Background: an optimization exercise with open tools, aiming at small area, a short achievable clock period and few clock cycles. Do not read the settings as production practice. Function was checked by simulation only, so behaviour that the tests miss may differ from the original. Power figures rest on the tool's default switching activity, not on a simulated workload.

===== flow/constraint.sdc =====
create_clock -name core_clock -period 11.0 [get_ports {clk}]
set_input_delay 2.2000 -clock core_clock [delete_from_list [all_inputs] [get_ports {clk}]]
set_output_delay 2.2000 -clock core_clock [all_outputs]
set_load 0.01 [all_outputs]

===== flow/design.v =====
module CPU(reset, clk, imem_addr, imem_data, dmem_addr, dmem_wdata, dmem_we, dmem_re, dmem_rdata);
  input reset, clk;
  output [31:0] imem_addr;
  input [31:0] imem_data;
  output [31:0] dmem_addr, dmem_wdata;
  output dmem_we, dmem_re;
  input [31:0] dmem_rdata;
  reg [31:0] pc;
  reg [31:0] e_a, e_b, e_x, e_i;
  reg        e_fa, e_fb;
  reg [4:0]  e_dst;
  reg        e_ld, e_st, e_br, e_jr, e_pred;
  reg [1:0]  e_bop;
  reg        e_bi;
  reg        e_sub, e_uns;
  reg [1:0]  e_lop;
  reg        e_left, e_arith;
  reg        e_rsum, e_rlog, e_rslt, e_rsh, e_rb;
  reg [31:0] m_res, m_sd;
  reg [4:0]  m_dst;
  reg        m_ld, m_st;
  reg [31:0] rf [1:31];
  reg [31:1] rv;
  wire [31:0] ins = imem_data;
  wire [5:0] op = ins[31:26];
  wire [5:0] fn = ins[5:0];
  wire [4:0] rs = ins[25:21], rt = ins[20:16], rd = ins[15:11];
  wire rtype  = (op == 6'h00);
  wire r_sh   = rtype & (fn == 6'h00 | fn == 6'h02 | fn == 6'h03);
  wire r_alu  = rtype & (fn[5:4] == 2'b10);
  wire r_jr   = rtype & (fn == 6'h08);
  wire r_jalr = rtype & (fn == 6'h09);
  wire i_alu  = (op[5:3] == 3'b001);
  wire i_lui  = (op == 6'h0f);
  wire i_zx   = (op == 6'h0c) | (op == 6'h0d) | (op == 6'h0e);
  wire f_ld   = (op == 6'h23);
  wire f_st   = (op == 6'h2b);
  wire f_br   = (op[5:2] == 4'b0001);
  wire f_j    = (op[5:1] == 5'b00001);
  wire f_jal  = (op == 6'h03);
  wire f_trap = (op == 6'h3f);
  wire f_jr   = r_jr | r_jalr;
  wire f_link = f_jal | r_jalr | f_trap;
  wire f_imm  = i_alu | f_ld | f_st;
  wire uses_rs = ~(f_j | f_trap | i_lui | r_sh);
  wire uses_rt = rtype | f_st | (op[5:1] == 5'b00010);
  reg [4:0] f_dst;
  always @* begin
    if (r_sh | r_alu) f_dst = rd;
    else if (i_alu | f_ld) f_dst = rt;
    else if (f_jal | r_jalr) f_dst = 5'd31;
    else if (f_trap) f_dst = 5'd26;
    else f_dst = 5'd0;
  end
  wire f_slt  = (rtype & (fn == 6'h2a | fn == 6'h2b)) | (op == 6'h0a) | (op == 6'h0b);
  wire f_uns  = rtype ? fn[0] : op[0];
  wire f_sub  = (rtype & (fn == 6'h22 | fn == 6'h23)) | f_slt;
  wire f_log  = (rtype & (fn[5:2] == 4'b1001)) | i_zx;
  wire [1:0] f_lop = rtype ? fn[1:0] : op[1:0];
  wire f_rb   = i_lui | f_link;
  wire f_rsum = ~(f_slt | f_log | r_sh | f_rb);
  wire [31:0] m_wdata = m_ld ? dmem_rdata : m_res;
  wire [31:0] rvz = {rv, 1'b0};
  wire [31:0] rf_a = rvz[rs] ? rf[rs] : 32'd0;
  wire [31:0] rf_b = rvz[rt] ? rf[rt] : 32'd0;
  wire mw_rs = (m_dst != 5'd0) && (m_dst == rs);
  wire mw_rt = (m_dst != 5'd0) && (m_dst == rt);
  wire ew_rs = (e_dst != 5'd0) && (e_dst == rs);
  wire ew_rt = (e_dst != 5'd0) && (e_dst == rt);
  wire [31:0] f_a = mw_rs ? m_wdata : rf_a;
  wire [31:0] f_b = mw_rt ? m_wdata : rf_b;
  wire [31:0] pc4 = pc + 32'd4;
  wire [6:0] lo = {1'b0, pc4[7:2]} + {1'b0, ins[5:0]};
  wire [31:0] btarget = {pc4[31:8], lo[5:0], pc4[1:0]};
  wire f_pred = f_br & (ins[15:6] == 10'h3ff) & lo[6];
  wire [31:0] immx = i_lui ? {ins[15:0], 16'd0} : {i_zx ? 16'd0 : {16{ins[15]}}, ins[15:0]};
  wire [31:0] f_i = (f_link ? pc4 : immx) ^ {32{f_sub}};
  wire [31:0] a  = e_fa ? m_res : e_a;
  wire [31:0] b  = e_fb ? m_res : e_b;
  wire [31:0] subm = {32{e_sub}};
  wire [31:0] bx = e_bi ? e_i : e_fb ? (m_res ^ subm) : (e_b ^ subm);
  wire [31:0] bi = bx;
  wire [32:0] sum = {1'b0, a} + {1'b0, bx} + {32'd0, e_sub};
  wire lt = e_uns ? ~sum[32] : ((a[31] == bx[31]) ? a[31] : sum[31]);
  reg [31:0] lres;
  always @* begin
    case (e_lop)
      2'd0: lres = a & bi;
      2'd1: lres = a | bi;
      2'd2: lres = a ^ bi;
      default: lres = ~(a | bi);
    endcase
  end
  reg [31:0] sin, shres;
  wire [31:0] srout;
  integer j;
  always @* for (j = 0; j < 32; j = j + 1) sin[j] = e_left ? b[31-j] : b[j];
  wire [63:0] sext = {{32{e_arith & b[31]}}, sin};
  assign srout = sext >> e_i[10:6];
  always @* for (j = 0; j < 32; j = j + 1) shres[j] = e_left ? srout[31-j] : srout[j];
  wire [31:0] res = ({32{e_rsum}} & sum[31:0]) | ({32{e_rlog}} & lres) |
                    ({32{e_rsh}} & shres) | ({32{e_rb}} & bi) | {31'd0, e_rslt & lt};
  wire a_zero = (a == 32'd0);
  reg cond;
  always @* begin
    case (e_bop)
      2'd0: cond = (a == b);
      2'd1: cond = (a != b);
      2'd2: cond = a[31] | a_zero;
      default: cond = ~a[31] & ~a_zero;
    endcase
  end
  wire e_redirect = e_jr | (e_br & (cond != e_pred));
  wire [31:0] e_btarget = e_x + {e_i[29:0], 2'b00};
  wire [31:0] e_target = e_jr ? a : e_pred ? e_x : e_btarget;
  wire stall = e_ld & (e_dst != 5'd0) &
               ((uses_rs & (rs == e_dst)) | (uses_rt & (rt == e_dst)));
  wire kill = e_redirect | stall;
  wire f_jrnow = f_jr & mw_rs & ~ew_rs;
  wire [31:0] jtarget = m_wdata;
  reg [31:0] fpc;
  always @* begin
    if (f_jrnow) fpc = jtarget;
    else if (f_j) fpc = {pc4[31:28], ins[25:0], 2'b00};
    else if (f_trap & ~pc[31]) fpc = 32'h80000008;
    else if (f_pred) fpc = btarget;
    else fpc = pc4;
  end
  wire [31:0] npc = e_redirect ? e_target : stall ? pc : fpc;
  always @(posedge clk or posedge reset)
    if (reset) pc <= 32'd0;
    else pc <= npc;
  always @(posedge clk or posedge reset)
    if (reset) begin
      e_dst <= 5'd0; e_ld <= 1'b0; e_st <= 1'b0; e_br <= 1'b0; e_jr <= 1'b0;
    end else if (kill) begin
      e_dst <= 5'd0; e_ld <= 1'b0; e_st <= 1'b0; e_br <= 1'b0; e_jr <= 1'b0;
    end else begin
      e_dst <= f_dst; e_ld <= f_ld; e_st <= f_st; e_br <= f_br; e_jr <= f_jr & ~f_jrnow;
    end
  always @(posedge clk) begin
    e_a <= f_a;
    e_b <= f_b;
    e_x <= pc4;
    e_fa <= ew_rs;
    e_fb <= ew_rt;
    e_pred <= f_pred;
    e_bop <= op[1:0];
    e_bi <= f_imm | f_link;
    e_i <= f_i;
    e_sub <= f_sub;
    e_uns <= f_uns;
    e_lop <= f_lop;
    e_left <= ~fn[1];
    e_arith <= fn[0];
    e_rsum <= f_rsum;
    e_rlog <= f_log;
    e_rslt <= f_slt;
    e_rsh <= r_sh;
    e_rb <= f_rb;
  end
  always @(posedge clk or posedge reset)
    if (reset) begin
      m_dst <= 5'd0; m_ld <= 1'b0; m_st <= 1'b0;
    end else begin
      m_dst <= e_dst; m_ld <= e_ld; m_st <= e_st;
    end
  always @(posedge clk) begin
    m_res <= res;
    m_sd <= b;
  end
  assign dmem_addr = m_res;
  assign dmem_wdata = m_sd;
  assign dmem_we = m_st;
  assign dmem_re = m_ld;
  assign imem_addr = pc;
  always @(posedge clk or posedge reset)
    if (reset) rv <= 31'd0;
    else if (m_dst != 5'd0) rv[m_dst] <= 1'b1;
  always @(posedge clk)
    if (m_dst != 5'd0) rf[m_dst] <= m_wdata;
endmodule

===== flow/config.mk =====
export PLATFORM = sky130hd
export DESIGN_NAME = CPU
export DESIGN_NICKNAME = CPU
export VERILOG_FILES = /design/flow/design.v
export SDC_FILE = /design/flow/constraint.sdc
export NUM_CORES = 4
export LEC_CHECK = 0
export CAP_MARGIN = 20
export CORE_MARGIN = 2
export CORE_UTILIZATION = 40
export CTS_CLUSTER_DIAMETER = 60
export CTS_CLUSTER_SIZE = 20
export SLEW_MARGIN = 20

===== flow/flow/run.sh =====
#!/bin/bash
# The standard layout, with plain buffers (not delay cells) on the ports,
# timing repair aimed below the clock period (worst paths only), and larger
# clock-tree sink clusters. make's output goes to make.log; each ORFS step
# writes its own log under orfs/logs.
set -euo pipefail
bash standard.sh \
  "BUFFER_PORTS_ARGS=-buffer_cell sky130_fd_sc_hd__buf_2" \
  SETUP_SLACK_MARGIN=7.3 \
  TNS_END_PERCENT=5 \
  finish > make.log 2>&1

===== flow/standard.sh =====
#!/bin/bash
# synth_recipe.tcl (not shown) runs the flow's synth.tcl, then flattens the netlist and writes it again
# the make line also repeats each setting of config.mk as NAME=value (left out here)
make -C /OpenROAD-flow-scripts/flow DESIGN_CONFIG=/design/flow/config.mk WORK_HOME=/design/flow/orfs CLKGATE_MAP_FILE= SYNTH_SCRIPT=/design/flow/synth_recipe.tcl "${@:-finish}"

==> results of run 1 <==
-- registers in the layout, summed over array words and instances (netlist names), 5 cells and up --
register	flops
pc	32
e_x	32
rf	992
e_a	32
m_res	32
m_sd	32
e_i	32
rv	31
m_dst	5
e_b	32
e_dst	5
-- worst max-delay path, cell delays in order --
cell and delay (ps):
sky130_fd_sc_hd__buf_8 110, sky130_fd_sc_hd__nor2_4 150, sky130_fd_sc_hd__nand3_2 110, sky130_fd_sc_hd__or4_4 560
sky130_fd_sc_hd__nor3b_4 290, sky130_fd_sc_hd__or3b_4 470, sky130_fd_sc_hd__and2_4 200, sky130_fd_sc_hd__a221o_1 330
sky130_fd_sc_hd__mux2_4 270, sky130_fd_sc_hd__mux2i_1 130, sky130_fd_sc_hd__mux2i_1 90
-- metal layers --
metal / wire length (um) / up-vias / share of wire
met2: 119000 / 3170 / 0.46
li1: - / 19616 / -
met5: 26 / - / 0.00010
met4: 19600 / 4 / 0.077
met1: 92200 / 25004 / 0.36
met3: 25200 / 734 / 0.099
-- power by group --
group | total [mW] | leakage [nW] | switching [mW] | internal, mW
Combinational | 3.22 | 13.5 | 1.99 | 1.23
Sequential | 6.16 | 11.8 | 0.437 | 5.72
Clock | 4.10 | 1.78 | 2.05 | 2.06
-- logic make-up after synthesis --
family,synth area share
fa+ha+maj,0.0216
compound gates,0.0872
buf+inv,0.0324
flops,0.524
xor+xnor,0.0230
mux,0.260
simple gates,0.0524
-- metrics by stage --
step	util	setup WS, ps	cells
floorplan	-	6200	4847
global placement	0.424	4120	6996
detailed placement	0.425	4150	6997
CTS	0.458	6850	7268
global route	0.461	6680	7294
finish	0.461	6750	7294
-- timing repair --
item                                    CTS  global route
endpoints found under the setup margin  249           244
gates cloned                             17             4
gates resized for setup                 231            70
buffers inserted                         55            21
hold buffers                              0             0
pin swaps                                35            14
-- how the worst max path moves through the flow --
stage,from,to,slack [ps],cells after the start
CTS,imem_data[30],pc[25],6850,11
global route,imem_data[31],pc[25],6680,11
finish,imem_data[31],pc[25],6750,11
floorplan,imem_data[29],pc[25],6200,13
global placement,imem_data[16],e_b[10],4120,8
detailed placement,imem_data[16],e_b[4],4150,8
-- cells in the final DEF (no fill, tap or decap), types with 21 or more instances in the layout --
cell type,netlist,final
sky130_fd_sc_hd__a211oi_1,29,28
sky130_fd_sc_hd__a21oi_1,233,223
sky130_fd_sc_hd__a221o_1,29,29
sky130_fd_sc_hd__a221oi_1,39,35
sky130_fd_sc_hd__a222oi_1,22,22
sky130_fd_sc_hd__a22oi_1,29,29
sky130_fd_sc_hd__buf_2,38,147
sky130_fd_sc_hd__buf_4,11,173
sky130_fd_sc_hd__clkbuf_16,0,109
sky130_fd_sc_hd__dfrtp_1,79,75
sky130_fd_sc_hd__dfxtp_1,208,188
sky130_fd_sc_hd__edfxtp_1,992,992
sky130_fd_sc_hd__ha_1,112,103
sky130_fd_sc_hd__inv_1,190,186
sky130_fd_sc_hd__mux2_2,80,75
sky130_fd_sc_hd__mux2i_1,271,255
sky130_fd_sc_hd__mux4_2,630,630
sky130_fd_sc_hd__nand2_1,274,270
sky130_fd_sc_hd__nand3_1,52,49
sky130_fd_sc_hd__nand4_1,24,24
sky130_fd_sc_hd__nor2_1,261,230
sky130_fd_sc_hd__nor2_4,2,31
sky130_fd_sc_hd__nor3_1,44,41
sky130_fd_sc_hd__nor4_1,27,23
sky130_fd_sc_hd__o211ai_1,21,21
sky130_fd_sc_hd__o21ai_0,257,223
sky130_fd_sc_hd__o21ai_1,17,36
sky130_fd_sc_hd__o21bai_1,38,37
sky130_fd_sc_hd__o221ai_1,22,22
sky130_fd_sc_hd__o22ai_1,81,80
sky130_fd_sc_hd__xnor2_1,135,119
sky130_fd_sc_hd__xor2_1,45,45
-- area by class of cell --
cell class              count  area (um^2)  share of cell area
clock buffers             119         2690              0.0344
inverters                 196          738             0.00943
multi-input cells        3012        31500               0.403
repair buffers            390         3540              0.0452
well taps                2218         2780              0.0354
clock inverters            80         1060              0.0135
flip-flops and latches   1279        36000               0.459
==> parameters.txt, run 1 <==
Parameter                              Value

Finish
  Synth-to-layout area growth    14.1%
  Number of inserted diodes    0
  Share of layout cells above drive strength 1    0.295
  Finished layout cell area    roughly 0.078 mm^2
  Filler cells    about 15000
  Final #Nets    5166

Global routing
  Met2 capacity usage during global routing    0.456
  Wire length of the first global-routing pass    354000 um
  Remaining Overflow, GRT    0
  Number of antenna violations at the first check in global routing    5
  Met1 track demand over resource    0.362
  GR met3 Demand/Resource    0.0519
  Most used routing layer    met2
  Overall fraction of global-route tracks in use    0.286
  Pin count of the biggest net entering global routing    85
  Via count of the first global-routing pass    between 40000 and 50000

Placed design
  Placement Cell Area    about 0.07 mm^2
  HPWL reported at the end of detailed placement    155000 um
  IO buf count    163
  Final weighted congestion of routability-driven global placement    ~0.99

Critical path
  Setup slack on the worst flop-to-flop path    6770 ps
  Crit start category    input pin
  Worst path arrival time    approximately 5000 ps
  Highest fanout seen on the critical path    5
  Kind of end point of the critical path    flip-flop
  Worst-case reg-to-reg path depth    14
  Reg-to-Reg Start    e_fb
  Required time at the endpoint of the critical path    about 12000 ps
  Crit Path Category    in -> reg
  Endpoint of the lowest-slack register-to-register path    m_res[25]

Worst hold path
  Worst hold path type    reg -> reg
  Worst Hold Path EP    m_st
  Hold path startpoint    e_st
  Hold path depth    0

Yosys
  Most used standard cells in the synthesized netlist    992 x sky130_fd_sc_hd__edfxtp_1, 630 x sky130_fd_sc_hd__mux4_2, 274 x sky130_fd_sc_hd__nand2_1
  Count of warnings emitted by yosys    1
  Sequential element share of the synthesized area    0.524
  Area contributors post-synth    sky130_fd_sc_hd__edfxtp_1 43%, sky130_fd_sc_hd__mux4_2 21%, sky130_fd_sc_hd__dfxtp_1 6.1%
  Syn_nets    approximately 5000
  Most used standard cell by instance count after synthesis    sky130_fd_sc_hd__edfxtp_1
  Synth cell types    91
  Most frequently used flop master after synthesis    sky130_fd_sc_hd__edfxtp_1
  Mean post-synth cell area    14.2 um^2
  Synthesis-stage register bit count    1279
  Share of async-settable or async-resettable flops after synthesis    0.0618
  Post-synthesis instance area    around 0.069 mm^2
  Gate Count Post-Synth    approximately 4800
  EDFF count, synth    approximately 990
  Share of Yosys cell area claimed by the top area cell type    0.434
  Cell accounting for the most synthesized area    sky130_fd_sc_hd__edfxtp_1

Clock tree
  Clock tree from TritonCTS    done
  CTS clock-pin slew for the worst setup and hold paths    around 80 ps
  Number of sinks driven by the clock tree    around 1300
  Clock root cell    sky130_fd_sc_hd__clkbuf_16
  Deepest level of the CTS H-tree    3
  Clk Latency, worst-skew pair    around 810 ps
  Number of buffers between clock root and the deepest sink    3
  Clock buffer count from CTS    105

Drt
  Sum of routed wire length over all layers    about 260000 um
  Post-DR vias/cell    around 6.7
  Antenna-violating nets left    0
  Drt drc    0
  First-pass detailed-route iteration total    7
  Count of vias placed by the detailed router    between 40000 and 50000
  DRT iter0 DRCs    6709
  WL/cell    between 30 and 40 um

Run status
  Result of the run    complete, no violations

Power and ir drop
  Peak VDD IR    between 0.1 and 0.15 mV
  Power density relative to cell area    ~170 mW/mm^2
  Total Power    13.5 mW
  Standby leakage power    27.1 nW

Floorplan
  Initial standard-cell utilization of the core    0.404
  Die ar.    0.175 mm^2
  I/O pin total    approximately 160
  Placeable core area    0.170 mm^2
  Placement row count    roughly 150
  Die boundary width    about 420 um
  Die Height    418 um

Timing
  Transition time of the tightest slew-check pin    about 1300 ps
  Slew Viols, Final    0
  Final worst path period need    between 4000 and 5000 ps
  Final hold violation count    0
  Worst hold slack    341 ps
  Post-route clock period utilization    0.387
  Setup repair after global routing missed its margin    yes
  Clock skew    70.0 ps
  Final setup TNS    0 ps
  Final Setup Violations    0
  Upper clock frequency limit    around 240 MHz
  Tightest slew margin relative to the limit    0.114

Run
  Max-cap check violation count    0
Testbench counts, summed over its fixed seeds: cycles 94,493.
==> run 2, diff against run 1 <==
--- a/flow/design.v
+++ b/flow/design.v
@@ -11,12 +11,12 @@
   reg [4:0]  e_dst;
   reg        e_ld, e_st, e_br, e_jr, e_pred;
   reg [1:0]  e_bop;
-  reg        e_bi;
+  reg        e_bi, e_const;
   reg        e_sub, e_uns;
   reg [1:0]  e_lop;
   reg        e_left, e_arith;
   reg        e_rsum, e_rlog, e_rslt, e_rsh, e_rb;
-  reg [31:0] m_res, m_sd;
+  reg [31:0] m_res, m_sd, m_addr;
   reg [4:0]  m_dst;
   reg        m_ld, m_st;
   reg [31:0] rf [1:31];
@@ -74,7 +74,7 @@
   wire [31:0] btarget = {pc4[31:8], lo[5:0], pc4[1:0]};
   wire f_pred = f_br & (ins[15:6] == 10'h3ff) & lo[6];
   wire [31:0] immx = i_lui ? {ins[15:0], 16'd0} : {i_zx ? 16'd0 : {16{ins[15]}}, ins[15:0]};
-  wire [31:0] f_i = (f_link ? pc4 : immx) ^ {32{f_sub}};
+  wire [31:0] f_i = f_link ? pc4 : (immx ^ {32{op[5:1] == 5'b00101}});
   wire [31:0] a  = e_fa ? m_res : e_a;
   wire [31:0] b  = e_fb ? m_res : e_b;
   wire [31:0] subm = {32{e_sub}};
@@ -116,17 +116,20 @@
   wire stall = e_ld & (e_dst != 5'd0) &
                ((uses_rs & (rs == e_dst)) | (uses_rt & (rt == e_dst)));
   wire kill = e_redirect | stall;
-  wire f_jrnow = f_jr & mw_rs & ~ew_rs;
-  wire [31:0] jtarget = m_wdata;
-  reg [31:0] fpc;
-  always @* begin
-    if (f_jrnow) fpc = jtarget;
-    else if (f_j) fpc = {pc4[31:28], ins[25:0], 2'b00};
-    else if (f_trap & ~pc[31]) fpc = 32'h80000008;
-    else if (f_pred) fpc = btarget;
-    else fpc = pc4;
-  end
-  wire [31:0] npc = e_redirect ? e_target : stall ? pc : fpc;
+  wire f_jrnow = f_jr & (ew_rs ? e_const : mw_rs);
+  wire [31:0] jtarget = ew_rs ? e_i : m_wdata;
+  wire f_go   = ~e_redirect & ~stall;
+  wire f_tv   = f_trap & ~pc[31];
+  wire s_stay = ~e_redirect & stall;
+  wire s_jr   = f_go & f_jrnow;
+  wire s_j    = f_go & f_j;
+  wire s_trap = f_go & f_tv;
+  wire s_pred = f_go & f_pred;
+  wire s_seq  = f_go & ~(f_jrnow | f_j | f_tv | f_pred);
+  wire [31:0] npc = ({32{e_redirect}} & e_target) | ({32{s_stay}} & pc) |
+                    ({32{s_jr}} & jtarget) | ({32{s_j}} & {pc4[31:28], ins[25:0], 2'b00}) |
+                    ({32{s_trap}} & 32'h80000008) | ({32{s_pred}} & btarget) |
+                    ({32{s_seq}} & pc4);
   always @(posedge clk or posedge reset)
     if (reset) pc <= 32'd0;
     else pc <= npc;
@@ -147,6 +150,7 @@
     e_pred <= f_pred;
     e_bop <= op[1:0];
     e_bi <= f_imm | f_link;
+    e_const <= (rs == 5'd0) & ((op == 6'h0d) | (op == 6'h09) | (op == 6'h08)) | i_lui;
     e_i <= f_i;
     e_sub <= f_sub;
     e_uns <= f_uns;
@@ -169,7 +173,9 @@
     m_res <= res;
     m_sd <= b;
   end
-  assign dmem_addr = m_res;
+  always @(posedge clk)
+    if (e_ld | e_st) m_addr <= res;
+  assign dmem_addr = m_addr;
   assign dmem_wdata = m_sd;
   assign dmem_we = m_st;
   assign dmem_re = m_ld;
==> parameters.txt, run 2 <==
Parameter                              Value

Critical path
  Crit start category    flip-flop
  Crit Path Category    reg -> reg
  Worst-case reg-to-reg path depth    15 (+1)
  Endpoint of the lowest-slack register-to-register path    m_addr[28]
  Highest fanout seen on the critical path    12 (+7)
  Worst path arrival time    4880 ps (-40 ps)
  Reg-to-Reg Start    e_fa
  Setup slack on the worst flop-to-flop path    6640 ps (-130 ps)
  Kind of end point of the critical path    flip-flop
  Required time at the endpoint of the critical path    11520 ps (-140 ps)

Timing
  Final worst path period need    4360 ps (+104 ps)
  Post-route clock period utilization    0.396 (+0.00942)
  Tightest slew margin relative to the limit    0.201 (+0.0864)
  Final hold violation count    0 (unchanged)
  Slew Viols, Final    0 (unchanged)
  Setup WS post-layout    6640 ps (-104 ps)
  Clock skew    55.2 ps (-14.8 ps)
  Final Setup Violations    0 (unchanged)
  Setup repair after global routing missed its margin    yes
  Transition time of the tightest slew-check pin    1170 ps (-126 ps)
  Final setup TNS    0 ps (unchanged)
  Upper clock frequency limit    229 MHz (-2.4%)
  Worst hold slack    469 ps (+128 ps)

Yosys
  Share of async-settable or async-resettable flops after synthesis    0.0602 (-0.00155)
  Cell accounting for the most synthesized area    sky130_fd_sc_hd__edfxtp_1
  Mean post-synth cell area    14.2 um^2 (about the same)
  Share of Yosys cell area claimed by the top area cell type    0.446 (+0.0116)
  Sequential element share of the synthesized area    0.535 (+0.0114)
  Synth cell types    83 (-8.8%)
  Synthesis-stage register bit count    1312 (+2.6%)
  EDFF count, synth    1024 (+3.2%)
  Most used standard cell by instance count after synthesis    sky130_fd_sc_hd__edfxtp_1
  Area contributors post-synth    sky130_fd_sc_hd__edfxtp_1 45%, sky130_fd_sc_hd__mux4_2 20%, sky130_fd_sc_hd__dfxtp_1 6.1%
  Post-synthesis instance area    0.0690 mm^2 (+0.54%)
  Count of warnings emitted by yosys    1 (unchanged)
  Most used standard cells in the synthesized netlist    1024 x sky130_fd_sc_hd__edfxtp_1, 620 x sky130_fd_sc_hd__mux4_2, 339 x sky130_fd_sc_hd__nand2_1
  Syn_nets    5053 (+0.48%)
  Gate Count Post-Synth    4871 (+0.50%)
  Most frequently used flop master after synthesis    sky130_fd_sc_hd__edfxtp_1

Clock tree
  Number of sinks driven by the clock tree    1312 (+2.6%)
  Hold buffer count at cts    0 (unchanged)
  CTS clock-pin slew for the worst setup and hold paths    70 ps (about the same)
  Deepest level of the CTS H-tree    3 (unchanged)
  Clock root cell    sky130_fd_sc_hd__clkbuf_16
  Clock tree from TritonCTS    done
  Number of buffers between clock root and the deepest sink    3 (unchanged)
  Clk Latency, worst-skew pair    780 ps (-30 ps)
  Clock buffer count from CTS    111 (+5.7%)

Worst hold path
  Hold path startpoint    e_dst[3]
  Worst Hold Path EP    m_dst[3]
  Worst hold path type    reg -> reg
  Hold path depth    0 (unchanged)

Global routing
  Number of antenna violations at the first check in global routing    14 (+9)
  Wire length of the first global-routing pass    357000 um (+0.74%)
  Pin count of the biggest net entering global routing    133 (+56%)
  Via count of the first global-routing pass    46403 (+0.015%)
  Remaining Overflow, GRT    0 (unchanged)
  Overall fraction of global-route tracks in use    0.289 (+0.00267)

Drt
  DRT iter0 DRCs    7817 (+17%)
  Sum of routed wire length over all layers    256000 um (+0.15%)
  Drt drc    0 (unchanged)
  Antenna-violating nets left    0 (unchanged)
  First-pass detailed-route iteration total    7 (unchanged)
  Count of vias placed by the detailed router    48100 (-0.88%)
  WL/cell    34.4 um (-1.9%)
  Post-DR vias/cell    6.46 (-2.9%)

Power and ir drop
  Standby leakage power    27.9 nW (+3.1%)
  Power density relative to cell area    172 mW/mm^2 (+0.11%)
  Peak VDD IR    0.137 mV (-0.91%)

Run status
  Result of the run    complete, no violations

Finish
  Most common library cell in the layout ignoring fill and taps    sky130_fd_sc_hd__edfxtp_1
  Top library cells by usage in the layout, fill and taps aside    1024 x sky130_fd_sc_hd__edfxtp_1, 620 x sky130_fd_sc_hd__mux4_2, 338 x sky130_fd_sc_hd__nand2_1, 251 x sky130_fd_sc_hd__mux2i_1, 240 x sky130_fd_sc_hd__nor2_1
  Finished layout cell area    0.0793 mm^2 (+1.2%)
  Register with the most flip-flops    rf
  Flip-flop count of the largest register after layout    992 (unchanged)
  Final #Nets    5207 (+0.79%)
  Share of layout cells above drive strength 1    0.282 (-0.0122)
  Count of placed standard cells in the final layout, fillers left out    7443 (+2.0%)
  Synth-to-layout area growth    14.9%

Floorplan
  Die boundary width    419 um (+0.27%)
  Die ar.    0.176 mm^2 (+0.53%)
  Placeable core area    0.172 mm^2 (+1.0%)
  Initial standard-cell utilization of the core    0.402 (-0.00184)
  Placement row count    152 (+0.66%)
  Die Height    419 um (+0.27%)
  I/O pin total    164 (unchanged)

Run
  Max-cap check violation count    0 (unchanged)

Placed design
  HPWL reported at the end of detailed placement    154000 um (-0.45%)
  Post-Place Cells    7117 (+1.7%)
  IO buf count    163 (unchanged)
  Post-Place Worst Slack    4570 ps (+421 ps)
  Placement Cell Area    0.0726 mm^2 (+0.69%)
  Final weighted congestion of routability-driven global placement    0.972 (-1.9%)
[run 2: worst max-delay path by stage]
stage	to	from	depth (start not counted)	slack, ps
2_1_floorplan	pc[2]	imem_data[21]	11	6540
3_3_place_gp	e_b[12]	imem_data[16]	8	4630
3_5_place_dp	e_b[14]	imem_data[16]	8	4570
4_1_cts	m_addr[28]	e_fb	16	6690
5_1_grt	m_addr[28]	e_fb	16	6570
6_report	m_addr[28]	e_fa	15	6640
[run 2: where the power goes]
group | leakage, nW | internal [mW] | switching (mW)
clock | 1.91 | 2.24 | 2.10
combinational | 13.9 | 1.14 | 1.96
sequential | 12.1 | 5.86 | 0.370
total | 27.9 | 9.24 | 4.42
[run 2: timing repair]
action                                  CTS  global route
pin swaps                                37            13
endpoints found under the setup margin  213           226
cloned                                   31             0
buffers inserted                         64             9
gates resized for setup                 245            28
[run 2: critical path, cell delays in order (launching register included)]
cell                       delay, ps
sky130_fd_sc_hd__dfxtp_2         420
sky130_fd_sc_hd__buf_12          190
sky130_fd_sc_hd__buf_4           150
sky130_fd_sc_hd__mux2i_2         450
sky130_fd_sc_hd__inv_1           290
sky130_fd_sc_hd__ha_1            370
sky130_fd_sc_hd__inv_1           110
sky130_fd_sc_hd__o21bai_1        100
sky130_fd_sc_hd__a22o_1          260
sky130_fd_sc_hd__a311o_1         370
sky130_fd_sc_hd__a221o_1         360
sky130_fd_sc_hd__a311oi_2        280
sky130_fd_sc_hd__o21ai_1         130
sky130_fd_sc_hd__a21oi_2         190
sky130_fd_sc_hd__xnor2_1          80
sky130_fd_sc_hd__a221o_1         320
[run 2: cells by family after synthesis]
kind of cell / Yosys count / synth area share
mux: 945 / 0.251
buf+inv: 553 / 0.0319
compound gates: 872 / 0.0792
xor+xnor: 198 / 0.0251
fa+ha+maj: 116 / 0.0215
flops: 1312 / 0.535
simple gates: 875 / 0.0564
[run 2: final cells by class]
cell class	instances	area, um^2
fill	15002	92300
sequential	1312	36900
clock inverter	78	1030
inverter	206	779
tap	2310	2890
antenna	12	30.0
timing repair buffer	382	3580
clock buffer	131	2960
multi-input combinational	3012	31100
[run 2: metal layers]
layer	vias up	GRT usage	share of wire
met3	713	0.0684	0.10
met5	-	0	0.00014
met2	3118	0.450	0.46
met4	6	0.179	0.071
met1	24714	0.364	0.37
li1	19549	-	-
[run 2: through the flow]
step                power (mW)  utilization
CTS                       13.6        0.460
detailed placement        9.19        0.423
global route              14.1        0.462
finish                    13.7        0.462
global placement          9.16        0.423
floorplan                 8.04            -
Testbench counts of run 2, summed over its fixed seeds: cycles 92,959.
==> run 3, diff against run 2 <==
--- a/flow/design.v
+++ b/flow/design.v
@@ -16,7 +16,7 @@
   reg [1:0]  e_lop;
   reg        e_left, e_arith;
   reg        e_rsum, e_rlog, e_rslt, e_rsh, e_rb;
-  reg [31:0] m_res, m_sd, m_addr;
+  reg [31:0] m_res, m_sd;
   reg [4:0]  m_dst;
   reg        m_ld, m_st;
   reg [31:0] rf [1:31];
@@ -173,9 +173,7 @@
     m_res <= res;
     m_sd <= b;
   end
-  always @(posedge clk)
-    if (e_ld | e_st) m_addr <= res;
-  assign dmem_addr = m_addr;
+  assign dmem_addr = m_res;
   assign dmem_wdata = m_sd;
   assign dmem_we = m_st;
   assign dmem_re = m_ld;
==> parameters.txt, run 3 <==
Parameter                              Value

Timing
  Final setup TNS    0 ps (unchanged)
  Tightest slew margin relative to the limit    0.171 (-0.0295)
  Final worst path period need    4120 ps (-242 ps)
  Transition time of the tightest slew-check pin    1220 ps (+53.5 ps)
  Slew Viols, Final    0 (unchanged)
  Post-route clock period utilization    0.374 (-0.0220)
  Final Setup Violations    0 (unchanged)
  Final hold violation count    0 (unchanged)
  Setup repair after global routing missed its margin    yes
  Clock skew    59.5 ps (+4.34 ps)
  Setup WS post-layout    6880 ps (+242 ps)
  Upper clock frequency limit    243 MHz (+5.9%)

Global routing
  Remaining Overflow, GRT    0 (unchanged)
  Wire length of the first global-routing pass    360000 um (+0.83%)
  Overall fraction of global-route tracks in use    0.292 (+0.00313)
  Number of antenna violations at the first check in global routing    15 (+1)
  Via count of the first global-routing pass    46529 (+0.27%)
  Pin count of the biggest net entering global routing    140 (+5.3%)

Placed design
  Placement Cell Area    0.0718 mm^2 (-1.2%)
  IO buf count    163 (unchanged)
  Post-Place Worst Slack    4810 ps (+239 ps)
  HPWL reported at the end of detailed placement    157000 um (+2.0%)
  Final weighted congestion of routability-driven global placement    0.992 (+2.1%)

Yosys
  Mean post-synth cell area    14.2 um^2 (+0.30%)
  Most used standard cells in the synthesized netlist    992 x sky130_fd_sc_hd__edfxtp_1, 624 x sky130_fd_sc_hd__mux4_2, 288 x sky130_fd_sc_hd__nand2_1
  Area contributors post-synth    sky130_fd_sc_hd__edfxtp_1 44%, sky130_fd_sc_hd__mux4_2 21%, sky130_fd_sc_hd__dfxtp_1 6.1%
  Sequential element share of the synthesized area    0.528 (-0.00747)
  EDFF count, synth    992 (-3.1%)
  Most frequently used flop master after synthesis    sky130_fd_sc_hd__edfxtp_1
  Syn_nets    4979 (-1.5%)
  Share of Yosys cell area claimed by the top area cell type    0.437 (-0.00858)
  Most used standard cell by instance count after synthesis    sky130_fd_sc_hd__edfxtp_1
  Gate Count Post-Synth    4797 (-1.5%)
  Synth cell types    85 (+2.4%)
  Post-synthesis instance area    0.0681 mm^2 (-1.2%)
  Cell accounting for the most synthesized area    sky130_fd_sc_hd__edfxtp_1
  Count of warnings emitted by yosys    1 (unchanged)
  Share of async-settable or async-resettable flops after synthesis    0.0617 (+0.00151)
  Synthesis-stage register bit count    1280 (-2.4%)

Floorplan
  Placement row count    151 (-0.66%)
  Die boundary width    417 um (-0.61%)
  Die ar.    0.174 mm^2 (-1.2%)
  Placeable core area    0.169 mm^2 (-1.3%)
  Die Height    417 um (-0.61%)
  I/O pin total    164 (unchanged)
  Initial standard-cell utilization of the core    0.402 (about the same)

Clock tree
  CTS clock-pin slew for the worst setup and hold paths    70 ps (about the same)
  Deepest level of the CTS H-tree    3 (unchanged)
  Number of buffers between clock root and the deepest sink    3 (unchanged)
  Clock root cell    sky130_fd_sc_hd__clkbuf_16
  Clk Latency, worst-skew pair    790 ps (about the same)
  Number of sinks driven by the clock tree    1280 (-2.4%)
  Clock tree from TritonCTS    done
  Clock buffer count from CTS    108 (-2.7%)

Drt
  First-pass detailed-route iteration total    9 (+2)
  Count of vias placed by the detailed router    47983 (-0.24%)
  Antenna-violating nets left    0 (unchanged)
  Post-DR vias/cell    6.59 (+2.0%)
  Sum of routed wire length over all layers    257000 um (+0.30%)
  WL/cell    35.3 um (+2.6%)
  Drt drc    0 (unchanged)
  DRT iter0 DRCs    6772 (-13%)

Critical path
  Crit Path Category    in -> reg
  Highest fanout seen on the critical path    49 (+37)
  Worst path arrival time    4700 ps (-180 ps)
  Crit start category    input pin
  Kind of end point of the critical path    flip-flop
  Required time at the endpoint of the critical path    11590 ps (+70 ps)

Finish
  Share of layout cells above drive strength 1    0.294 (+0.0114)
  Register with the most flip-flops    rf
  Filler cells    14688 (-2.1%)
  Combined flip-flop and latch cell area    0.0360 mm^2 (-2.6%)
  Synth-to-layout area growth    14.9% (about the same)
  Finished layout cell area    0.0783 mm^2 (-1.3%)
  Multi-input gate area in the final layout    0.0312 mm^2 (+0.62%)
  Most common library cell in the layout ignoring fill and taps    sky130_fd_sc_hd__edfxtp_1
  Flip-flop count of the largest register after layout    992 (unchanged)
  Final #Nets    5139 (-1.3%)
  Top library cells by usage in the layout, fill and taps aside    992 x sky130_fd_sc_hd__edfxtp_1, 624 x sky130_fd_sc_hd__mux4_2, 281 x sky130_fd_sc_hd__nand2_1, 257 x sky130_fd_sc_hd__mux2i_1, 217 x sky130_fd_sc_hd__nor2_1

Run
  Max-cap check violation count    0 (unchanged)

Worst hold path
  Worst hold path type    reg -> reg

Power and ir drop
  Power density relative to cell area    172 mW/mm^2 (-0.11%)
  Standby leakage power    27.6 nW (-1.2%)
  Peak VDD IR    0.144 mV (+5.0%)

Run status
  Result of the run    complete, no violations
[run 3: metrics by stage]
stage / util / total power, mW / hold slack, ps / instances
6_report: 0.462 / 13.5 / 363 / 7276
5_1_grt: 0.462 / 13.9 / 372 / 7274
4_1_cts: 0.460 / 13.4 / 364 / 7249
3_5_place_dp: 0.424 / 9.07 / 357 / 6954
3_3_place_gp: 0.424 / 9.05 / 366 / 6954
2_1_floorplan: - / 7.83 / 331 / 4797
[run 3: critical path: stages]
cell and delay [ps]:
sky130_fd_sc_hd__buf_6 290, sky130_fd_sc_hd__buf_4 680, sky130_fd_sc_hd__mux4_2 410, sky130_fd_sc_hd__mux4_2 470, sky130_fd_sc_hd__mux2i_1 410, sky130_fd_sc_hd__o22ai_1 120
[run 3: routing by layer]
| metal | GRT usage | up-vias | share of wire |
|---|---|---|---|
| met1 | 0.376 | 24738 | 0.37 |
| li1 | - | 19365 | - |
| met3 | 0.0592 | 715 | 0.099 |
| met5 | 0 | - | 0.00018 |
| met4 | 0.173 | 6 | 0.070 |
| met2 | 0.459 | 3159 | 0.46 |
[run 3: cell families (layout without fill, tap and decap cells)]
logic type	after synthesis	count (layout)	synth area share
flops	1280	1280	0.528
mux	970	970	0.259
compound gates	870	870	0.0814
simple gates	812	812	0.0537
buf+inv	550	804	0.0310
xor+xnor	199	199	0.0257
fa+ha+maj	116	116	0.0217
other cells	0	7	0
[run 3: cell type report]
class | count | area share
Clock buffer | 115 | 0.0357
Tap cell | 2218 | 0.0355
Sequential cell | 1280 | 0.460
Clock inverter | 89 | 0.0146
Timing Repair Buffer | 390 | 0.0446
Antenna cell | 7 | 0.000224
Inverter | 210 | 0.0104
Multi-Input combinational cell | 2967 | 0.399
[run 3: path summary, 6_finish.rpt]
kind | end | depth (start not counted) | startpoint | slack, ps
min in group asynchronous | rv[18] | 2 | reset | 1350
hold / removal | m_st | 0 | e_st | 360
setup / recovery | e_b[22] | 6 | imem_data[18] | 6880
max in group asynchronous | m_ld | 3 | reset | 8350
setup reg to reg | m_res[19] | 14 | e_fb | 6990
hold reg to reg | m_st | 0 | e_st | 360
[run 3: power by group]
group / switching, mW / internal, mW
Sequential: 0.446 / 5.71
Combinational: 1.95 / 1.14
Clock: 2.10 / 2.13
Total: 4.50 / 8.98
[run 3: repair_timing]
item / CTS / global route
hold buffers: 0 / 0
gates cloned: 19 / 1
setup buffers: 72 / 19
endpoints found under the setup margin: 246 / 242
pin swaps: 47 / 40
resized for setup: 241 / 64
Testbench counts of run 3, summed over its fixed seeds: cycles 92,959.
==> run 4, diff against run 3 <==
--- a/flow/config.mk
+++ b/flow/config.mk
@@ -7,7 +7,7 @@
 export LEC_CHECK = 0
 export CAP_MARGIN = 20
 export CORE_MARGIN = 2
-export CORE_UTILIZATION = 40
+export CORE_UTILIZATION = 50
 export CTS_CLUSTER_DIAMETER = 60
 export CTS_CLUSTER_SIZE = 20
 export SLEW_MARGIN = 20
==> parameters.txt, run 4 <==
Parameter                              Value

Run status
  Result of the run    complete, no violations

Critical path
  Required time at the endpoint of the critical path    11640 ps (+50 ps)
  Kind of end point of the critical path    flip-flop
  Reg-to-Reg Start    m_res[5]
  Worst path arrival time    4760 ps (+60 ps)
  Top cell by count, worst path    sky130_fd_sc_hd__mux4_2
  Endpoint of the lowest-slack register-to-register path    pc[7]
  Highest fanout seen on the critical path    48 (-2.0%)
  Cell with the biggest individual delay on the critical path    sky130_fd_sc_hd__buf_4
  Cells along the critical path    clkbuf_16 > buf_4 > mux4_2 > mux4_2 > mux2i_1 > o22ai_1
  Crit-path max cell delay    690 ps (about the same)
  Crit start category    input pin
  Setup slack on the worst flop-to-flop path    6930 ps (-60 ps)
  Worst-case reg-to-reg path depth    12 (-2)
  Crit Path Category    in -> reg

Clock tree
  Clock buffer count from CTS    111 (+2.8%)
  Deepest level of the CTS H-tree    3 (unchanged)
  Hold buffer count at cts    0 (unchanged)
  CTS clock-pin slew for the worst setup and hold paths    70 ps (about the same)
  Number of buffers between clock root and the deepest sink    3 (unchanged)
  Number of sinks driven by the clock tree    1280 (unchanged)
  Clock root cell    sky130_fd_sc_hd__clkbuf_16
  Clk Latency, worst-skew pair    780 ps (about the same)
  Clock tree from TritonCTS    done

Timing
  Setup repair after global routing missed its margin    yes
  Final hold violation count    0 (unchanged)
  Final Setup Violations    0 (unchanged)
  Slew Viols, Final    0 (unchanged)
  Worst hold slack    380 ps (+17.0 ps)
  Transition time of the tightest slew-check pin    1190 ps (-25.4 ps)
  Post-route clock period utilization    0.374 (about the same)
  Final setup TNS    0 ps (unchanged)
  Clock skew    38.8 ps (-20.7 ps)
  Upper clock frequency limit    243 MHz (about the same)
  Tightest slew margin relative to the limit    0.189 (+0.0173)
  Final worst path period need    4120 ps (+0.380 ps)

Drt
  Drt drc    0 (unchanged)
  Sum of routed wire length over all layers    259000 um (+0.64%)
  First-pass detailed-route iteration total    9 (unchanged)
  Count of vias placed by the detailed router    48234 (+0.52%)
  Antenna-violating nets left    0 (unchanged)
  DRT iter0 DRCs    6786 (+0.21%)
  Post-DR vias/cell    7.00 (+6.2%)
  WL/cell    37.5 um (+6.3%)

Floorplan
  Die Height    373 um (-10%)
  Initial standard-cell utilization of the core    0.504 (+0.101)
  Die boundary width    373 um (-10%)
  Placeable core area    0.135 mm^2 (-20%)
  Placement row count    135 (-11%)
  Die ar.    0.139 mm^2 (-20%)
  I/O pin total    164 (unchanged)

Placed design
  IO buf count    163 (unchanged)
  Final weighted congestion of routability-driven global placement    1.01 (+1.6%)
  HPWL reported at the end of detailed placement    155000 um (-1.3%)
  Placement Cell Area    0.0712 mm^2 (-0.70%)

Finish
  Final #Nets    5189 (+0.97%)
  Top library cells by usage in the layout, fill and taps aside    992 x sky130_fd_sc_hd__edfxtp_1, 624 x sky130_fd_sc_hd__mux4_2, 284 x sky130_fd_sc_hd__nand2_1, 248 x sky130_fd_sc_hd__mux2i_1
  Finished layout cell area    0.0786 mm^2 (+0.47%)
  Most common library cell in the layout ignoring fill and taps    sky130_fd_sc_hd__edfxtp_1
  Register with the most flip-flops    rf
  Share of layout cells above drive strength 1    0.302 (+0.00831)
  Synth-to-layout area growth    15.4%
  Flip-flop count of the largest register after layout    992 (unchanged)

Global routing
  Remaining Overflow, GRT    0 (unchanged)
  Pin count of the biggest net entering global routing    85 (-39%)
  Number of antenna violations at the first check in global routing    17 (+2)
  Via count of the first global-routing pass    46464 (-0.14%)
  Wire length of the first global-routing pass    359000 um (-0.13%)
  Overall fraction of global-route tracks in use    0.368 (+0.0764)

Worst hold path
  Hold path depth    0 (unchanged)
  Hold path startpoint    e_ld
  Worst Hold Path EP    m_ld
  Worst hold path type    reg -> reg

Yosys
  Sequential element share of the synthesized area    0.528 (unchanged)
  Most frequently used flop master after synthesis    sky130_fd_sc_hd__edfxtp_1
  Most used standard cells in the synthesized netlist    992 x sky130_fd_sc_hd__edfxtp_1, 624 x sky130_fd_sc_hd__mux4_2, 288 x sky130_fd_sc_hd__nand2_1
  Synth cell types    85 (unchanged)
  Mean post-synth cell area    14.2 um^2 (unchanged)
  Post-synthesis instance area    0.0681 mm^2 (unchanged)
  EDFF count, synth    992 (unchanged)
  Share of Yosys cell area claimed by the top area cell type    0.437 (unchanged)
  Gate Count Post-Synth    4797 (unchanged)
  Most used standard cell by instance count after synthesis    sky130_fd_sc_hd__edfxtp_1
  Syn_nets    4979 (unchanged)
  Count of warnings emitted by yosys    1 (unchanged)
  Cell accounting for the most synthesized area    sky130_fd_sc_hd__edfxtp_1
  Area contributors post-synth    sky130_fd_sc_hd__edfxtp_1 44%, sky130_fd_sc_hd__mux4_2 21%, sky130_fd_sc_hd__dfxtp_1 6.1%
  Synthesis-stage register bit count    1280 (unchanged)
  Share of async-settable or async-resettable flops after synthesis    0.0617 (unchanged)

Power and ir drop
  Register share of total power    0.453 (-0.004)
  Proportion of total power due to net switching    0.331 (-0.00328)
  Share of power burned in the clock network    0.319 (+0.005)
  Power density relative to cell area    172 mW/mm^2 (-0.22%)
  Switching Power    4.47 mW (-0.73%)
  Standby leakage power    28.1 nW (+1.9%)
  Logic gate share of total power    0.228 (about the same)
  Int Power    9.05 mW (+0.74%)
  Peak VDD IR    0.150 mV (+4.2%)

Run
  Max-cap check violation count    0 (unchanged)
run 4: cell count changes in the layout (fill, tap and decap cells not counted), moves of 5 or more:
cell / previous run / this run
sky130_fd_sc_hd__buf_4: 173 / 195
sky130_fd_sc_hd__buf_16: 12 / 24
sky130_fd_sc_hd__bufbuf_16: 13 / 24
sky130_fd_sc_hd__mux2i_2: 14 / 24
sky130_fd_sc_hd__mux2i_1: 257 / 248
sky130_fd_sc_hd__clkinv_2: 6 / 12
sky130_fd_sc_hd__o21ai_1: 24 / 18
sky130_fd_sc_hd__buf_6: 17 / 22
sky130_fd_sc_hd__inv_8: 14 / 9
run 4: metrics by stage:
| step | utilization | total power, mW | std cells | setup slack, ps |
|---|---|---|---|---|
| finish | 0.581 | 13.5 | 6889 | 6880 |
| global route | 0.581 | 13.9 | 6885 | 6870 |
| CTS | 0.575 | 13.4 | 6834 | 6980 |
| detailed placement | 0.527 | 9.01 | 6524 | 4060 |
| global placement | 0.527 | 8.99 | 6523 | 4090 |
| floorplan | - | 7.83 | 4797 | 6470 |
run 4: power groups by stage:
stage / combinational [mW] / sequential [mW] / clock [mW]
after floorplan: 1.81 / 6.02 / 0
after global placement: 2.80 / 6.19 / 0
after detailed placement: 2.82 / 6.19 / 0
after CTS: 2.97 / 6.09 / 4.34
after global routing: 3.28 / 6.13 / 4.52
final: 3.08 / 6.12 / 4.31
run 4: layout make-up:
class	instances	area [um^2]
multi-input cells	2967	31300
repair buffers	437	4350
well taps	1781	2230
fillers	10577	56700
inverters	210	822
clock buffers	121	2870
clock inverters	89	1110
flip-flops and latches	1280	36000
diodes	4	10.0
run 4: worst max-delay path by stage:
stage / from / slack, ps / endpoint
floorplan: imem_data[1] / 6470 / pc[4]
global placement: imem_data[21] / 4090 / e_a[23]
detailed placement: imem_data[21] / 4060 / e_a[21]
CTS: e_fb / 6980 / m_res[26]
global route: imem_data[0] / 6870 / pc[3]
finish: imem_data[17] / 6880 / e_b[27]
run 4: kinds of logic after synthesis:
kind of cell | Yosys count | share of synthesized area
adder cells (fa/ha/maj) | 116 | 0.0217
multiplexers | 970 | 0.259
AO/OA/AOI/OAI | 870 | 0.0814
XOR/XNOR | 199 | 0.0257
AND/OR/NAND/NOR | 812 | 0.0537
buffers and inverters | 550 | 0.0310
flip-flops | 1280 | 0.528
run 4: critical path, delay by kind of cell:
kind / cells / cell delay [ps]
muxes: 3 / 1300
buffers and inverters: 2 / 960
AOI/OAI and AO/OA: 1 / 120
run 4: routing by layer:
metal	up-vias	GRT usage	part of all wire	routed length [um]
met2	3057	0.567	0.46	118000
li1	19473	-	-	-
met4	30	0.236	0.076	19700
met3	773	0.0824	0.10	26000
met1	24901	0.475	0.37	94800
met5	-	0	0.00082	211
run 4: what timing repair did:
action / 4_1_cts / 5_1_grt
resized for setup: 261 / 81
cloned: 32 / 1
setup endpoints to repair: 231 / 234
buffers inserted: 68 / 50
pin swaps: 40 / 37
==> run 5, diff against run 4 <==
--- a/flow/design.v
+++ b/flow/design.v
@@ -61,8 +61,16 @@
   wire f_rsum = ~(f_slt | f_log | r_sh | f_rb);
   wire [31:0] m_wdata = m_ld ? dmem_rdata : m_res;
   wire [31:0] rvz = {rv, 1'b0};
-  wire [31:0] rf_a = rvz[rs] ? rf[rs] : 32'd0;
-  wire [31:0] rf_b = rvz[rt] ? rf[rt] : 32'd0;
+  reg [31:0] rf_a, rf_b;
+  integer k;
+  always @* begin
+    rf_a = 32'd0;
+    rf_b = 32'd0;
+    for (k = 1; k < 32; k = k + 1) begin
+      rf_a = rf_a | ({32{rvz[k] & (rs == k)}} & rf[k]);
+      rf_b = rf_b | ({32{rvz[k] & (rt == k)}} & rf[k]);
+    end
+  end
   wire mw_rs = (m_dst != 5'd0) && (m_dst == rs);
   wire mw_rt = (m_dst != 5'd0) && (m_dst == rt);
   wire ew_rs = (e_dst != 5'd0) && (e_dst == rs);
--- a/flow/config.mk
+++ b/flow/config.mk
@@ -6,8 +6,10 @@
 export NUM_CORES = 4
 export LEC_CHECK = 0
 export CAP_MARGIN = 20
+export CELL_PAD_IN_SITES_DETAIL_PLACEMENT = 2
+export CELL_PAD_IN_SITES_GLOBAL_PLACEMENT = 2
 export CORE_MARGIN = 2
-export CORE_UTILIZATION = 50
+export CORE_UTILIZATION = 40
 export CTS_CLUSTER_DIAMETER = 60
 export CTS_CLUSTER_SIZE = 20
 export SLEW_MARGIN = 20
==> parameters.txt, run 5 <==
Parameter                              Value

Finish
  Most common library cell in the layout ignoring fill and taps    sky130_fd_sc_hd__edfxtp_1
  Register with the most flip-flops    rf
  Flip-flop count of the largest register after layout    992 (unchanged)
  Filler cells    15392 (+46%)
  Final #Nets    5853 (+13%)
  Share of layout cells above drive strength 1    0.231 (-0.0714)
  Synth-to-layout area growth    21.3%
  Top library cells by usage in the layout, fill and taps aside    992 x sky130_fd_sc_hd__edfxtp_1, 373 x sky130_fd_sc_hd__a22oi_1, 322 x sky130_fd_sc_hd__nand2_1, 275 x sky130_fd_sc_hd__a22o_1, 265 x sky130_fd_sc_hd__a221oi_1

Yosys
  Share of async-settable or async-resettable flops after synthesis    0.0617 (unchanged)
  Share of Yosys cell area claimed by the top area cell type    0.468 (+0.0313)
  Most used standard cell by instance count after synthesis    sky130_fd_sc_hd__edfxtp_1
  EDFF count, synth    992 (unchanged)
  Mean post-synth cell area    11.7 um^2 (-17%)
  Synth cell types    85 (unchanged)
  Cell accounting for the most synthesized area    sky130_fd_sc_hd__edfxtp_1
  Synthesis-stage register bit count    1280 (unchanged)
  Most used standard cells in the synthesized netlist    992 x sky130_fd_sc_hd__edfxtp_1, 376 x sky130_fd_sc_hd__a22oi_1, 372 x sky130_fd_sc_hd__clkbuf_1
  Post-synthesis instance area    0.0636 mm^2 (-6.7%)
  Count of warnings emitted by yosys    1 (unchanged)
  Most frequently used flop master after synthesis    sky130_fd_sc_hd__edfxtp_1
  Gate Count Post-Synth    5417 (+13%)
  Syn_nets    5599 (+12%)
  Area contributors post-synth    sky130_fd_sc_hd__edfxtp_1 47%, sky130_fd_sc_hd__dfxtp_1 6.6%, sky130_fd_sc_hd__a22oi_1 4.4%
  Sequential element share of the synthesized area    0.565 (+0.0377)

Timing
  Transition time of the tightest slew-check pin    1200 ps (+9.01 ps)
  Slew Viols, Final    0 (unchanged)
  Post-route clock period utilization    0.375 (+0.00110)
  Final worst path period need    4130 ps (+12.1 ps)
  Setup repair after global routing missed its margin    yes
  Clock skew    78.7 ps (+39.8 ps)
  Upper clock frequency limit    242 MHz (-0.29%)
  Final Setup Violations    0 (unchanged)
  Final setup TNS    0 ps (unchanged)
  Final hold violation count    0 (unchanged)
  Tightest slew margin relative to the limit    0.198 (+0.00974)

Power and ir drop
  Power density relative to cell area    170 mW/mm^2 (-1.2%)
  Standby leakage power    27.3 nW (-2.8%)
  Peak VDD IR    0.176 mV (+18%)
  Total Power    13.1 mW (-3.2%)

Drt
  Post-DR vias/cell    7.60 (+8.5%)
  Sum of routed wire length over all layers    391000 um (+51%)
  Drt drc    0 (unchanged)
  Antenna-violating nets left    0 (unchanged)
  DRT iter0 DRCs    10996 (+62%)
  First-pass detailed-route iteration total    9 (unchanged)
  Count of vias placed by the detailed router    59731 (+24%)
  WL/cell    49.7 um (+33%)

Worst hold path
  Worst hold path type    reg -> reg

Run
  Max-cap check violation count    0 (unchanged)

Clock tree
  Number of sinks driven by the clock tree    1280 (unchanged)
  Clk Latency, worst-skew pair    860 ps (+80 ps)
  CTS clock-pin slew for the worst setup and hold paths    70 ps (about the same)
  Clock root cell    sky130_fd_sc_hd__clkbuf_16
  Deepest level of the CTS H-tree    4 (+1)
  Clock buffer count from CTS    130 (+17%)
  Number of buffers between clock root and the deepest sink    3 (unchanged)
  Clock tree from TritonCTS    done

Floorplan
  Die boundary width    403 um (+7.9%)
  Placement row count    146 (+8.1%)
  I/O pin total    164 (unchanged)
  Die Height    403 um (+7.9%)
  Placeable core area    0.158 mm^2 (+17%)
  Die ar.    0.162 mm^2 (+16%)
  Initial standard-cell utilization of the core    0.402 (-0.102)

Global routing
  Wire length of the first global-routing pass    509000 um (+42%)
  Remaining Overflow, GRT    0 (unchanged)
  Overall fraction of global-route tracks in use    0.458 (+0.0892)
  Number of antenna violations at the first check in global routing    32 (+15)
  Via count of the first global-routing pass    58273 (+25%)
  Pin count of the biggest net entering global routing    79 (-7.1%)

Critical path
  Worst path arrival time    4790 ps (+30 ps)
  Highest fanout seen on the critical path    18 (-63%)
  Crit start category    input pin
  Buffers plus inverters on the worst setup path    4 (+2)
  Cells along the critical path    buf_12 > buf_4 > nor3b_2 > and3_2 > buf_8 > buf_12 > a22o_1 > a221oi_1 > nand4_1 > nor3_4 > a21oi_1
  Family with the most delay on the worst path    simple AND/OR/NAND/NOR gates
  Cell with the biggest individual delay on the critical path    sky130_fd_sc_hd__a221oi_1
  Required time at the endpoint of the critical path    11660 ps (+20 ps)
  Crit-path max cell delay    370 ps (-320 ps)
  Top cell by count, worst path    sky130_fd_sc_hd__buf_12
  Kind of end point of the critical path    flip-flop
  Crit Path Category    in -> reg

Placed design
  Final weighted congestion of routability-driven global placement    0.928 (-7.9%)
  HPWL reported at the end of detailed placement    236000 um (+52%)
  IO buf count    163 (unchanged)

Run status
  Result of the run    complete, no violations
-- run 5: cell count changes after synthesis, sizes merged, moves of 54 or more --
cell	previous run	this run
nor3	33	96
a22o	7	276
a222oi	23	93
o22ai	71	9
and3	22	76
mux4	624	36
a22oi	37	376
mux2i	294	118
nand4	24	112
a221oi	12	292
nand3	61	160
clkbuf	243	372
-- run 5: power breakdown --
| group | switching [mW] | total (mW) | internal (mW) |
|---|---|---|---|
| registers | 0.359 | 5.90 | 5.55 |
| clock network | 2.31 | 4.82 | 2.51 |
| logic | 1.56 | 2.36 | 0.795 |
-- run 5: kinds of logic (layout without fill, tap and decap cells) --
kind of cell	after synthesis	after routing	share of synthesized area
other	0	10	0
adder cells (fa/ha/maj)	116	116	0.0233
AO/OA/AOI/OAI	1756	1756	0.206
flip-flops	1280	1280	0.565
multiplexers	253	253	0.0492
XOR/XNOR	203	203	0.0280
AND/OR/NAND/NOR	1200	1205	0.0913
buffers and inverters	609	965	0.0371
-- run 5: metal layers --
layer / vias to the layer above / global-route usage / routed length [um]
li1: 22070 / - / -
met2: 5586 / 0.699 / 170000
met1: 30265 / 0.549 / 134000
met4: 26 / 0.346 / 38100
met3: 1784 / 0.131 / 49400
met5: - / 0 / 221
-- run 5: through the flow --
step | area (um^2) | setup slack (ps) | hold WS, ps | instances | utilization
2_1_floorplan | 63900 | 6630 | 331 | 5417 | -
3_3_place_gp | 67200 | 4800 | 334 | 7401 | 0.425
3_5_place_dp | 67200 | 5140 | 351 | 7404 | 0.425
4_1_cts | 74200 | 6890 | 355 | 7713 | 0.469
5_1_grt | 77100 | 6860 | 362 | 7850 | 0.487
6_report | 77100 | 6870 | 349 | 7860 | 0.487
-- run 5: final timing paths --
kind	slack, ps	startpoint	cells after the start	endpoint
worst max-delay path	6870	imem_data[16]	11	e_b[24]
max in group asynchronous	8270	reset	3	m_ld
worst max register to register	6920	m_res[15]	14	m_res[0]
worst min register to register	350	e_st	0	m_st
min in group asynchronous	1480	reset	2	rv[24]
worst min-delay path	350	e_st	0	m_st
-- run 5: cell type report --
| class | instances | area, um^2 | area share |
|---|---|---|---|
| repair buffers | 555 | 5460 | 0.0708 |
| inverters | 171 | 661 | 0.00857 |
| well taps | 2072 | 2590 | 0.0336 |
| clock buffers | 146 | 3400 | 0.0440 |
| multi-input cells | 3533 | 27800 | 0.361 |
| flip-flops and latches | 1280 | 36000 | 0.467 |
| diodes | 10 | 25.0 | 0.000325 |
| clock inverters | 93 | 1130 | 0.0147 |
-- run 5: what timing repair did --
action | in CTS | in global routing
hold buffers | 0 | 0
endpoints found under the hold margin | 0 | 0
pin swaps | 72 | 92
endpoints found under the setup margin | 256 | 251
setup buffers | 56 | 123
gates resized for setup | 367 | 333
gates cloned | 14 | 13
Testbench counts of run 5, summed over its fixed seeds: cycles 92,959.
==> run 6, diff against run 5 <==
--- a/flow/design.v
+++ b/flow/design.v
@@ -16,7 +16,7 @@
   reg [1:0]  e_lop;
   reg        e_left, e_arith;
   reg        e_rsum, e_rlog, e_rslt, e_rsh, e_rb;
-  reg [31:0] m_res, m_sd;
+  reg [31:0] m_res, m_sd, m_addr;
   reg [4:0]  m_dst;
   reg        m_ld, m_st;
   reg [31:0] rf [1:31];
@@ -181,7 +181,9 @@
     m_res <= res;
     m_sd <= b;
   end
-  assign dmem_addr = m_res;
+  always @(posedge clk)
+    if (e_ld | e_st) m_addr <= res;
+  assign dmem_addr = m_addr;
   assign dmem_wdata = m_sd;
   assign dmem_we = m_st;
   assign dmem_re = m_ld;
==> parameters.txt, run 6 <==
Parameter                              Value

Global routing
  Pin count of the biggest net entering global routing    65 (-18%)
  Number of antenna violations at the first check in global routing    21 (-34%)
  Wire length of the first global-routing pass    505000 um (-0.76%)
  Via count of the first global-routing pass    57524 (-1.3%)
  Overall fraction of global-route tracks in use    0.452 (-0.00565)
  Remaining Overflow, GRT    0 (unchanged)

Critical path
  Required time at the endpoint of the critical path    11730 ps (+70 ps)
  Worst-case reg-to-reg path depth    17 (+3)
  Crit start category    input pin
  Kind of end point of the critical path    flip-flop
  Worst path arrival time    5270 ps (+480 ps)
  Highest fanout seen on the critical path    24 (+6)
  Crit Path Category    in -> reg

Timing
  Transition time of the tightest slew-check pin    1230 ps (+23.5 ps)
  Final setup TNS    0 ps (unchanged)
  Tightest slew margin relative to the limit    0.183 (-0.0157)
  Final worst path period need    4540 ps (+415 ps)
  Clock skew    65.1 ps (-13.6 ps)
  Slew Viols, Final    0 (unchanged)
  Final Setup Violations    0 (unchanged)
  Final hold violation count    0 (unchanged)
  Setup repair after global routing missed its margin    yes
  Worst hold slack    394 ps (+44.3 ps)
  Post-route clock period utilization    0.413 (+0.0377)
  Upper clock frequency limit    220 MHz (-9.1%)

Placed design
  IO buf count    163 (unchanged)
  Final weighted congestion of routability-driven global placement    0.942 (+1.5%)
  HPWL reported at the end of detailed placement    232000 um (-1.9%)
  Post-Place Cells    7431 (+0.36%)
  Placement Cell Area    0.0679 mm^2 (+0.98%)

Worst hold path
  Hold path depth    0 (unchanged)
  Worst hold path type    reg -> reg

Drt
  DRT iter0 DRCs    9968 (-9.3%)
  First-pass detailed-route iteration total    8 (-1)
  WL/cell    49.0 um (-1.5%)
  Post-DR vias/cell    7.45 (-2.0%)
  Count of vias placed by the detailed router    58340 (-2.3%)
  Sum of routed wire length over all layers    384000 um (-1.9%)
  Antenna-violating nets left    0 (unchanged)
  Drt drc    0 (unchanged)

Power and ir drop
  Power density relative to cell area    169 mW/mm^2 (-0.16%)
  Peak VDD IR    0.179 mV (+1.4%)
  Standby leakage power    27.1 nW (-0.86%)

Clock tree
  Clock root cell    sky130_fd_sc_hd__clkbuf_16
  Deepest level of the CTS H-tree    4 (unchanged)
  Clk Latency, worst-skew pair    840 ps (-20 ps)
  Clock buffer count from CTS    130 (unchanged)
  Clock tree from TritonCTS    done
  Number of buffers between clock root and the deepest sink    3 (unchanged)
  CTS clock-pin slew for the worst setup and hold paths    70 ps (about the same)
  Number of sinks driven by the clock tree    1312 (+2.5%)
  Hold buffer count at cts    0 (unchanged)

Finish
  Combined flip-flop and latch cell area    0.0370 mm^2 (+2.7%)
  Most common library cell in the layout ignoring fill and taps    sky130_fd_sc_hd__edfxtp_1
  Final #Nets    5732 (-2.1%)
  Share of layout cells above drive strength 1    0.209 (-0.0213)
  Top library cells by usage in the layout, fill and taps aside    1024 x sky130_fd_sc_hd__edfxtp_1, 361 x sky130_fd_sc_hd__a22oi_1, 288 x sky130_fd_sc_hd__a221oi_1, 285 x sky130_fd_sc_hd__a22o_1, 275 x sky130_fd_sc_hd__nand2_1
  Multi-input gate area in the final layout    0.0270 mm^2 (-2.9%)
  Finished layout cell area    0.0759 mm^2 (-1.6%)
  Synth-to-layout area growth    17.9%
  Share of the core filled with cells in the final layout    0.474 (-0.0138)
  Count of placed standard cells in the final layout, fillers left out    7832 (-0.36%)
  Filler cells    15607 (+1.4%)
  Flip-flop count of the largest register after layout    992 (unchanged)
  Register with the most flip-flops    rf

Yosys
  Share of async-settable or async-resettable flops after synthesis    0.0602 (-0.00151)
  Most frequently used flop master after synthesis    sky130_fd_sc_hd__edfxtp_1
  Synthesized-area fraction occupied by adder cells    0.0230 (-0.000270)
  Most used standard cell by instance count after synthesis    sky130_fd_sc_hd__edfxtp_1
  Sequential element share of the synthesized area    0.574 (+0.00839)
  Post-synthesis instance area    0.0643 mm^2 (+1.2%)
  EDFF count, synth    1024 (+3.2%)
  Synthesis-stage register bit count    1312 (+2.5%)
  Main combinational cell family by area after synthesis    compound AO/OA/AOI/OAI gates
  Xor and xnor fraction of the mapped netlist area    0.0268 (-0.00114)
  Multiplexer share of the synthesized area    0.0515 (+0.00229)
  Area fraction in compound gates after synthesis    0.201 (-0.00520)
  Syn_nets    5553 (-0.82%)
  Mean post-synth cell area    12.0 um^2 (+2.0%)
  Share of Yosys cell area claimed by the top area cell type    0.478 (+0.00952)
  Simple-gate area share of the yosys netlist    0.0877 (-0.00366)
  Most used standard cells in the synthesized netlist    1024 x sky130_fd_sc_hd__edfxtp_1, 362 x sky130_fd_sc_hd__a22oi_1, 347 x sky130_fd_sc_hd__clkbuf_1
  Gate Count Post-Synth    5371 (-0.85%)
  Count of warnings emitted by yosys    1 (unchanged)
  Area contributors post-synth    sky130_fd_sc_hd__edfxtp_1 48%, sky130_fd_sc_hd__dfxtp_1 6.5%, sky130_fd_sc_hd__a22oi_1 4.2%
  Cell accounting for the most synthesized area    sky130_fd_sc_hd__edfxtp_1
  Synth cell types    92 (+8.2%)

Floorplan
  Die Height    405 um (+0.58%)
  Placeable core area    0.160 mm^2 (+1.3%)
  Initial standard-cell utilization of the core    0.402 (about the same)
  Placement row count    147 (+0.68%)
  Die ar.    0.164 mm^2 (+1.2%)
  I/O pin total    164 (unchanged)
  Die boundary width    405 um (+0.58%)

Run status
  Result of the run    complete, no violations

Run
  Max-cap check violation count    0 (unchanged)
==> run 6: area by class of cell <==
cell class,count,share of cell area
Antenna cell,19,0.000627
Clock buffer,151,0.0457
Clock inverter,84,0.0119
Inverter,158,0.00800
Multi-Input combinational cell,3472,0.356
Sequential cell,1312,0.487
Tap cell,2160,0.0356
Timing Repair Buffer,476,0.0548
==> run 6: kinds of logic after synthesis <==
family	count (synthesis)
compound gates	1722
flops	1312
simple gates	1166
buf+inv	590
mux	268
xor+xnor	197
fa+ha+maj	116
==> run 6: final timing paths <==
path	start	to	slack, ps
max	imem_data[20]	e_b[24]	6460
min	e_st	m_st	390
max reg2reg	e_fb	m_addr[25]	6580
min reg2reg	e_st	m_st	390
max in group asynchronous	reset	e_jr	8350
min in group asynchronous	reset	rv[25]	1450
==> run 6: per-stage QoR <==
stage                     power, mW  setup slack, ps
final                          12.9             6460
after global routing           13.2             6520
after CTS                      12.8             6570
after detailed placement       8.05             4790
after global placement         8.00             4880
after floorplan                7.13             6460
==> run 6: critical path: stages <==
cell	delay, ps
sky130_fd_sc_hd__clkbuf_4	240
sky130_fd_sc_hd__nor3b_1	580
sky130_fd_sc_hd__and3_2	620
sky130_fd_sc_hd__buf_4	760
sky130_fd_sc_hd__a22o_1	270
sky130_fd_sc_hd__a221oi_1	60
sky130_fd_sc_hd__nand4_1	200
sky130_fd_sc_hd__nor3_4	110
sky130_fd_sc_hd__a21oi_1	190
==> run 6: repair_timing <==
| action | CTS | global route |
|---|---|---|
| pin swaps | 28 | 51 |
| buffers inserted | 41 | 88 |
| cloned | 9 | 9 |
| endpoints found under the setup margin | 259 | 259 |
| resized for setup | 202 | 287 |
==> run 6: metal layers <==
| metal | track usage | up-vias | part of all wire |
|---|---|---|---|
| met5 | 0.00297 | - | 0.000070 |
| met1 | 0.543 | 29862 | 0.35 |
| li1 | - | 21775 | - |
| met4 | 0.338 | 4 | 0.093 |
| met2 | 0.693 | 5106 | 0.44 |
| met3 | 0.123 | 1593 | 0.12 |
==> run 6: where the power goes <==
| group | internal (mW) | total [mW] | switching, mW |
|---|---|---|---|
| Sequential | 5.66 | 5.98 | 0.324 |
| Combinational | 0.715 | 2.13 | 1.41 |
| Clock | 2.46 | 4.75 | 2.29 |
| Total | 8.83 | 12.9 | 4.03 |
Testbench counts of run 6, summed over its fixed seeds: cycles 92,959.

what the ideal ports hide:
How much do the figures lean on ideal ports? The routed layouts below were timed once more, with nothing changed but the port constraints. Step 1, drivers: a clkbuf_16 drives clk and a buf_2 each remaining input, both assumed. Step 2 times the ports against the registers' clock, not the clock port: input delays grow and output delays shrink by t, the midpoint of the rising clock arrivals with the driver on. Three values: no drivers, after step 1, after step 2; two values: the first two.
run	t, ns	setup WS [ns]
run 1	0.856	6.745 / 6.684 / 5.828
run 2	0.842	6.642 / 6.640 / 5.798
run 3	0.856	6.884 / 6.807 / 5.951
run 4	0.842	6.884 / 6.787 / 5.945
run 5	0.908	6.871 / 6.829 / 5.993
run 6	0.903	6.456 / 6.255 / 5.351
After both steps setup and hold are still met in every run listed.
